This design comes from an exercise in tuning for small area and a short achievable clock period on the open sky130 flow, not from production work.
At most, simulation tests tie the RTL to the original design; equivalence was not proved.
Power and IR drop assume default switching activity.

==> module md_steps, before the edit <==
module md_steps #(parameter integer HI = 18, parameter integer LO = 0) (
    input  [18:0]      acc_in,
    input  [18:0]      z1,
    input  [18:0]      z3,
    input              div,
    input  [18:0]      b,
    input  [HI/2:LO/2] ok3,
    output [18:0]      acc_out,
    output [HI+1:LO]   q
);
    wire [18:0] acc [LO:HI+2];
    assign acc[HI+2] = acc_in;
    assign acc_out = acc[LO];
    wire [18:0] z2 = {z1[17:0], div};
    genvar s;
    generate
        for (s = HI; s >= LO; s = s - 2) begin : st
            localparam integer W = 19 - s;
            wire [W-1:0] r = acc[s+2][18:s];
            wire [W-1:0] nr;
            if (W == 1) begin : top
                wire x = r[0] ^ z1[0] ^ div;
                wire c1 = ~|b[18:1] & (r[0] | z1[0]);
                wire e1 = div ? c1 : b[18];
                assign q[s] = c1;
                assign q[s+1] = 1'b0;
                assign nr = e1 ? x : r;
            end else begin : full
                wire [W:0] x1 = {1'b0, r} + {1'b0, z1[W-1:0]} + {{W{1'b0}}, div};
                wire [W:0] x2 = {1'b0, r} + {1'b0, z2[W-1:0]} + {{W{1'b0}}, div};
                wire [W:0] x3 = {1'b0, r} + {1'b0, z3[W-1:0]} + {{W{1'b0}}, div};
                wire ok1 = (W >= 19) ? 1'b1 : ~|(b >> W);
                wire ok2 = ~|(b >> (W-1));
                wire c1 = ok1 & x1[W];
                wire c2 = ok2 & x2[W];
                wire c3 = ok3[s/2] & x3[W];
                assign q[s+1] = c2;
                assign q[s]   = c3 | (c1 & ~c2);
                wire e3 = div ? c3 : (b[s+1] & b[s]);
                wire e2 = div ? c2 : b[s+1];
                wire e1 = div ? c1 : b[s];
                assign nr = e3 ? x3[W-1:0] : e2 ? x2[W-1:0] : e1 ? x1[W-1:0] : r;
            end
            if (s == 0) begin : l
                assign acc[s] = nr;
            end else begin : m
                assign acc[s] = {nr, acc[s+2][s-1:0]};
            end
        end
    endgenerate
endmodule
Settings: LEC_CHECK=0, ABC_AREA=1, CAP_MARGIN=20, CORE_MARGIN=2, CORE_UTILIZATION=40, SLEW_MARGIN=20; clock period 45.0 ns.
run.sh (not shown) runs the stock make flow with config.mk's settings and CLKGATE_MAP_FILE= SYNTH_SCRIPT=/design/flow/synth_recipe.tcl, a recipe that flattens the netlist after the stock synthesis.
Rerun with:
--- a/flow/design.v
+++ b/flow/design.v
@@ -149,11 +149,12 @@
                 assign q[s] = c1;
                 assign q[s+1] = 1'b0;
                 assign nr = e1 ? x : r;
             end else begin : full
-                wire [W:0] x1 = {1'b0, r} + {1'b0, z1[W-1:0]} + {{W{1'b0}}, div};
-                wire [W:0] x2 = {1'b0, r} + {1'b0, z2[W-1:0]} + {{W{1'b0}}, div};
-                wire [W:0] x3 = {1'b0, r} + {1'b0, z3[W-1:0]} + {{W{1'b0}}, div};
+                wire [W:0] x1, x2, x3;
+                addc #(W) u1 (.x(r), .y(z1[W-1:0]), .ci(div), .s(x1[W-1:0]), .co(x1[W]));
+                addc #(W) u2 (.x(r), .y(z2[W-1:0]), .ci(div), .s(x2[W-1:0]), .co(x2[W]));
+                addc #(W) u3 (.x(r), .y(z3[W-1:0]), .ci(div), .s(x3[W-1:0]), .co(x3[W]));
                 wire ok1 = (W >= 19) ? 1'b1 : ~|(b >> W);
                 wire ok2 = ~|(b >> (W-1));
                 wire c1 = ok1 & x1[W];
                 wire c2 = ok2 & x2[W];
@@ -172,8 +173,36 @@
             end
         end
     endgenerate
 endmodule
+module addc #(parameter integer W = 8) (
+    input  [W-1:0] x, input [W-1:0] y, input ci,
+    output [W-1:0] s, output co
+);
+    localparam integer L = (W <= 1) ? 1 : $clog2(W);
+    wire [W-1:0] g [0:L];
+    wire [W-1:0] p [0:L];
+    assign g[0] = {x[W-1:1] & y[W-1:1], (x[0] & y[0]) | ((x[0] | y[0]) & ci)};
+    assign p[0] = {x[W-1:1] | y[W-1:1], 1'b0};
+    genvar l, i;
+    generate
+        for (l = 0; l < L; l = l + 1) begin : lv
+            for (i = 0; i < W; i = i + 1) begin : bt
+                if ((i >> l) & 1) begin : c
+                    localparam integer J = ((i >> l) << l) - 1;
+                    assign g[l+1][i] = g[l][i] | (p[l][i] & g[l][J]);
+                    assign p[l+1][i] = p[l][i] & p[l][J];
+                end else begin : n
+                    assign g[l+1][i] = g[l][i];
+                    assign p[l+1][i] = p[l][i];
+                end
+            end
+        end
+    endgenerate
+    wire [W-1:0] c = {g[L][W-2:0], ci};
+    assign s  = x ^ (y ^ c);
+    assign co = g[L][W-1];
+endmodule
 module cpu_core (
     input  wire        clk,
     input  wire        rst_n,
     output wire        bus_valid,
Outcome: Flip-flop and latch count does not change. Power falls by 13%. Count of clock-buffer cells in the layout rises by 7. Non-clock buffer count falls by 4. First-iteration DRC count rises by 21%. Global-route usage rises by 0.46 points. Register-to-register slack gets better by 2.5 ns. Core utilization falls by 0.18 points.
Only the layout flow was run in the second run of this note; the RTL was not checked for function there.

cpu_core, a different RTL version from the one above (not shown whole).
For scale: roughly 4600 cells after synthesis, about 61 I/O pins.
==> module addc, before the edit <==
module addc #(parameter integer W = 8) (
    input  [W-1:0] x, input [W-1:0] y, input ci,
    output [W-1:0] s, output co
);
    localparam integer L = (W <= 2) ? 1 : (W <= 4) ? 2 : (W <= 8) ? 3 : (W <= 16) ? 4 : 5;
    wire [W-1:0] g [0:L];
    wire [W-1:0] p [0:L];
    assign g[0] = {x[W-1:1] & y[W-1:1], (x[0] & y[0]) | ((x[0] | y[0]) & ci)};
    assign p[0] = {x[W-1:1] | y[W-1:1], 1'b0};
    genvar l, i;
    generate
        for (l = 0; l < L; l = l + 1) begin : lv
            for (i = 0; i < W; i = i + 1) begin : bt
                if ((i >> l) & 1) begin : c
                    localparam integer J = ((i >> l) << l) - 1;
                    assign g[l+1][i] = g[l][i] | (p[l][i] & g[l][J]);
                    assign p[l+1][i] = p[l][i] & p[l][J];
                end else begin : n
                    assign g[l+1][i] = g[l][i];
                    assign p[l+1][i] = p[l][i];
                end
            end
        end
    endgenerate
    wire [W-1:0] c = {g[L][W-2:0], ci};
    assign s  = x ^ (y ^ c);
    assign co = g[L][W-1];
endmodule
export LEC_CHECK = 0
export ABC_AREA = 1
export CAP_MARGIN = 20
export CORE_MARGIN = 2
export CORE_UTILIZATION = 40
export SLEW_MARGIN = 20
export TNS_END_PERCENT = 5
create_clock -name core_clock -period 45.0 [get_ports {clk}]
standard.sh (not shown) runs the stock make flow with config.mk's settings and CLKGATE_MAP_FILE= SYNTH_SCRIPT=/design/flow/synth_recipe.tcl, a recipe that flattens the netlist after the stock synthesis.
==> flow/flow/run.sh <==
#!/bin/bash
# The standard layout with two changes:
#  1. after the standard synthesis, the combinational logic is mapped again
#     by ABC with the full/half adder cells dissolved (flow/resyn.tcl); every
#     register and tie cell is kept as the standard synthesis made it;
#  2. timing repair is asked to leave more setup slack than the clock period
#     needs (SETUP_SLACK_MARGIN, in ns, from flow/margin.txt).
set -euo pipefail
R=orfs/results/sky130hd/cpu_core/base
bash standard.sh synth > synth.log 2>&1
cp "$R/1_2_yosys.v" std_1_2_yosys.v
RESYN_IN=std_1_2_yosys.v RESYN_OUT="$R/1_2_yosys.v" RESYN_TMP=resyn_flat.v \
RESYN_SCRIPT=flow/abc.script RESYN_CONSTR=flow/abc.constr RESYN_STAT=resyn_stat.txt \
    yosys -c flow/resyn.tcl > resyn.log 2>&1
rm -f "$R/1_synth.odb" "$R/1_synth.sdc"
export SETUP_SLACK_MARGIN="$(cat flow/margin.txt)"
bash standard.sh > standard.log 2>&1
Other scripts of this flow, unchanged in this note and not shown: flow/flow/abc.constr, flow/flow/abc.script, flow/flow/margin.txt, flow/flow/resyn.tcl
Next try:
--- a/flow/design.v
+++ b/flow/design.v
@@ -196,7 +196,7 @@
     input  [W-1:0] x, input [W-1:0] y, input ci,
     output [W-1:0] s, output co
 );
-    localparam integer L = (W <= 2) ? 1 : (W <= 4) ? 2 : (W <= 8) ? 3 : (W <= 16) ? 4 : 5;
+    localparam integer L = (W <= 1) ? 1 : $clog2(W);
     wire [W-1:0] g [0:L];
     wire [W-1:0] p [0:L];
     assign g[0] = {x[W-1:1] & y[W-1:1], (x[0] & y[0]) | ((x[0] | y[0]) & ci)};
The new run ran to the end with no violations.
Die area does not change.
Clock-buffer cell count does not change.
Setup slack is unchanged.
Routed wire length is unchanged.
Utilization is unchanged.
Synthesized cell count is unchanged.
Cell area does not change.
Clock skew is unchanged.
Via count stays the same.
Cell count does not change.
Register-to-register slack hardly moves.
Sequential power is about the same.
Sequential share of layout area does not change.
For the second run of this note, only the layout was checked, not whether the RTL still works.

Starting RTL as in the previous note.
==> module md_steps, before the edit <==
module md_steps #(parameter integer HI = 18, parameter integer LO = 0) (
    input  [18:0]      acc_in,
    input  [18:0]      z1,
    input  [18:0]      z3,
    input              div,
    input  [18:0]      b,
    input  [HI/2:LO/2] ok3,
    output [18:0]      acc_out,
    output [HI+1:LO]   q
);
    wire [18:0] acc [LO:HI+2];
    assign acc[HI+2] = acc_in;
    assign acc_out = acc[LO];
    wire [18:0] z2 = {z1[17:0], 1'b0};
    genvar s;
    generate
        for (s = HI; s >= LO; s = s - 2) begin : st
            localparam integer W = 19 - s;
            wire [W-1:0] r = acc[s+2][18:s];
            wire [W-1:0] nr;
            if (W == 1) begin : top
                wire x = r[0] ^ z1[0];
                wire c1 = ~|b[18:1] & (r[0] & z1[0]);
                wire e1 = div ? c1 : b[18];
                assign q[s] = c1;
                assign q[s+1] = 1'b0;
                assign nr = e1 ? x : r;
            end else if (s == 0) begin : last
                wire [W:0] x1, x2, x3;
                addc #(W) u1 (.x(r), .y(z1[W-1:0]), .ci(1'b0), .s(x1[W-1:0]), .co(x1[W]));
                addc #(W) u2 (.x(r), .y(z2[W-1:0]), .ci(1'b0), .s(x2[W-1:0]), .co(x2[W]));
                addc #(W) u3 (.x(r), .y(z3[W-1:0]), .ci(1'b0), .s(x3[W-1:0]), .co(x3[W]));
                wire ok2 = ~|(b >> (W-1));
                wire c1 = x1[W];
                wire c2 = ok2 & x2[W];
                wire c3 = ok3[s/2] & x3[W];
                assign q[s+1] = c2;
                assign q[s]   = c3 | (c1 & ~c2);
                wire [W-1:0] mz = b[s+1] ? (b[s] ? z3[W-1:0] : z2[W-1:0]) :
                                           (b[s] ? z1[W-1:0] : {W{1'b0}});
                wire pco;
                addc #(W) um (.x(r), .y(mz), .ci(1'b0), .s(nr), .co(pco));
            end else begin : full
                wire [W:0] x1, x2, x3;
                addc #(W) u1 (.x(r), .y(z1[W-1:0]), .ci(1'b0), .s(x1[W-1:0]), .co(x1[W]));
                addc #(W) u2 (.x(r), .y(z2[W-1:0]), .ci(1'b0), .s(x2[W-1:0]), .co(x2[W]));
                addc #(W) u3 (.x(r), .y(z3[W-1:0]), .ci(1'b0), .s(x3[W-1:0]), .co(x3[W]));
                wire ok1 = (W >= 19) ? 1'b1 : ~|(b >> W);
                wire ok2 = ~|(b >> (W-1));
                wire c1 = ok1 & x1[W];
                wire c2 = ok2 & x2[W];
                wire c3 = ok3[s/2] & x3[W];
                assign q[s+1] = c2;
                assign q[s]   = c3 | (c1 & ~c2);
                wire e3 = div ? c3 : (b[s+1] & b[s]);
                wire e2 = div ? c2 : b[s+1];
                wire e1 = div ? c1 : b[s];
                assign nr = e3 ? x3[W-1:0] : e2 ? x2[W-1:0] : e1 ? x1[W-1:0] : r;
            end
            if (s == 0) begin : l
                assign acc[s] = nr;
            end else begin : m
                assign acc[s] = {nr, acc[s+2][s-1:0]};
            end
        end
    endgenerate
endmodule
Settings: LEC_CHECK=0, ABC_AREA=1, CAP_MARGIN=20, CORE_MARGIN=2, CORE_UTILIZATION=40, SLEW_MARGIN=20, TNS_END_PERCENT=5; clock period 45.0 ns.
==> flow/flow/run.sh <==
#!/bin/bash
# The standard layout with three changes:
#  1. after the standard synthesis, the combinational logic is mapped again
#     by ABC with the full/half adder cells dissolved (flow/resyn.tcl); every
#     register and tie cell is kept as the standard synthesis made it;
#  2. timing repair is asked to leave more setup slack than the clock period
#     needs (SETUP_SLACK_MARGIN, in ns, from flow/margin.txt);
#  3. every input and output port is still given a buffer, but a plain
#     buf_4 rather than the delay cell buffer_ports picks by default.
set -euo pipefail
R=orfs/results/sky130hd/cpu_core/base
bash standard.sh synth > synth.log 2>&1
cp "$R/1_2_yosys.v" std_1_2_yosys.v
RESYN_IN=std_1_2_yosys.v RESYN_OUT="$R/1_2_yosys.v" RESYN_TMP=resyn_flat.v \
RESYN_SCRIPT=flow/abc.script RESYN_CONSTR=flow/abc.constr RESYN_STAT=resyn_stat.txt \
    yosys -c flow/resyn.tcl > resyn.log 2>&1
rm -f "$R/1_synth.odb" "$R/1_synth.sdc"
export SETUP_SLACK_MARGIN="$(cat flow/margin.txt)"
export BUFFER_PORTS_ARGS="-buffer_cell sky130_fd_sc_hd__buf_4"
bash standard.sh > standard.log 2>&1
Other scripts of this flow, unchanged in this note and not shown: flow/flow/abc.constr, flow/flow/abc.script, flow/flow/margin.txt, flow/flow/resyn.tcl
Next try:
--- a/flow/design.v
+++ b/flow/design.v
@@ -179,10 +179,12 @@
                 wire c3 = ok3[s/2] & x3[W];
                 assign q[s+1] = c2;
                 assign q[s]   = c3 | (c1 & ~c2);
-                wire e3 = div ? c3 : (b[s+1] & b[s]);
-                wire e2 = div ? c2 : b[s+1];
-                wire e1 = div ? c1 : b[s];
-                assign nr = e3 ? x3[W-1:0] : e2 ? x2[W-1:0] : e1 ? x1[W-1:0] : r;
+                wire h3 = div ? c3 : (b[s+1] & b[s]);
+                wire h2 = div ? (c2 & ~c3) : (b[s+1] & ~b[s]);
+                wire h1 = div ? (c1 & ~c2) : (~b[s+1] & b[s]);
+                wire h0 = div ? ~c1 : ~(b[s+1] | b[s]);
+                assign nr = ({W{h3}} & x3[W-1:0]) | ({W{h2}} & x2[W-1:0]) |
+                            ({W{h1}} & x1[W-1:0]) | ({W{h0}} & r);
             end
             if (s == 0) begin : l
                 assign acc[s] = nr;
Hold slack gets better by 8.4 ps.
Setup slack gets worse by 150 ps.
Utilization goes up by 1.6 points.
Final area goes up slightly.
Die area goes down by a few percent.
Critical path depth goes down by 5.
Routed wire length is about the same.
Non-clock buffer count goes up by 43.
Sequential power goes down slightly.
Cell count goes down slightly.
Maximum frequency goes down slightly.
Function not checked in the second run of this note: the RTL went through the layout flow alone.

[separate check: timing with driven ports]
Ports are ideal in the flow. The routed layouts listed here were re-timed in OpenROAD. Step 1: set_driving_cell puts a clkbuf_16 on clk and a buf_2 on each other input, an assumption about the parent block. Step 2 times the ports against the registers' clock, not the clock port: input delays grow and output delays shrink by t, the midpoint of the rising clock arrivals with the driver on. Three values: no drivers, after step 1, after step 2; two values: the first two.
run	shift t [ns]	setup slack, ns	worst register clock-pin slew, ns
the first run of note 1	0.623	17.363 / 17.363 / 17.363	0.06 / 0.06
the second run of note 1	0.623	19.851 / 19.851 / 19.851	0.07 / 0.07
the first run of note 2	0.615	24.611 / 24.553 / 25.168	0.07 / 0.07
the second run of note 2	0.615	24.611 / 24.553 / 25.168	0.07 / 0.07
the first run of note 3	0.619	26.476 / 26.422 / 26.426	0.07 / 0.07
the second run of note 3	0.637	26.321 / 26.267 / 26.560	0.07 / 0.07
After both steps every run listed still meets setup and hold. For the first run of note 3, which loses most, drivers alone change the setup slack by -0.054 ns; drivers and shift together by -0.050 ns.
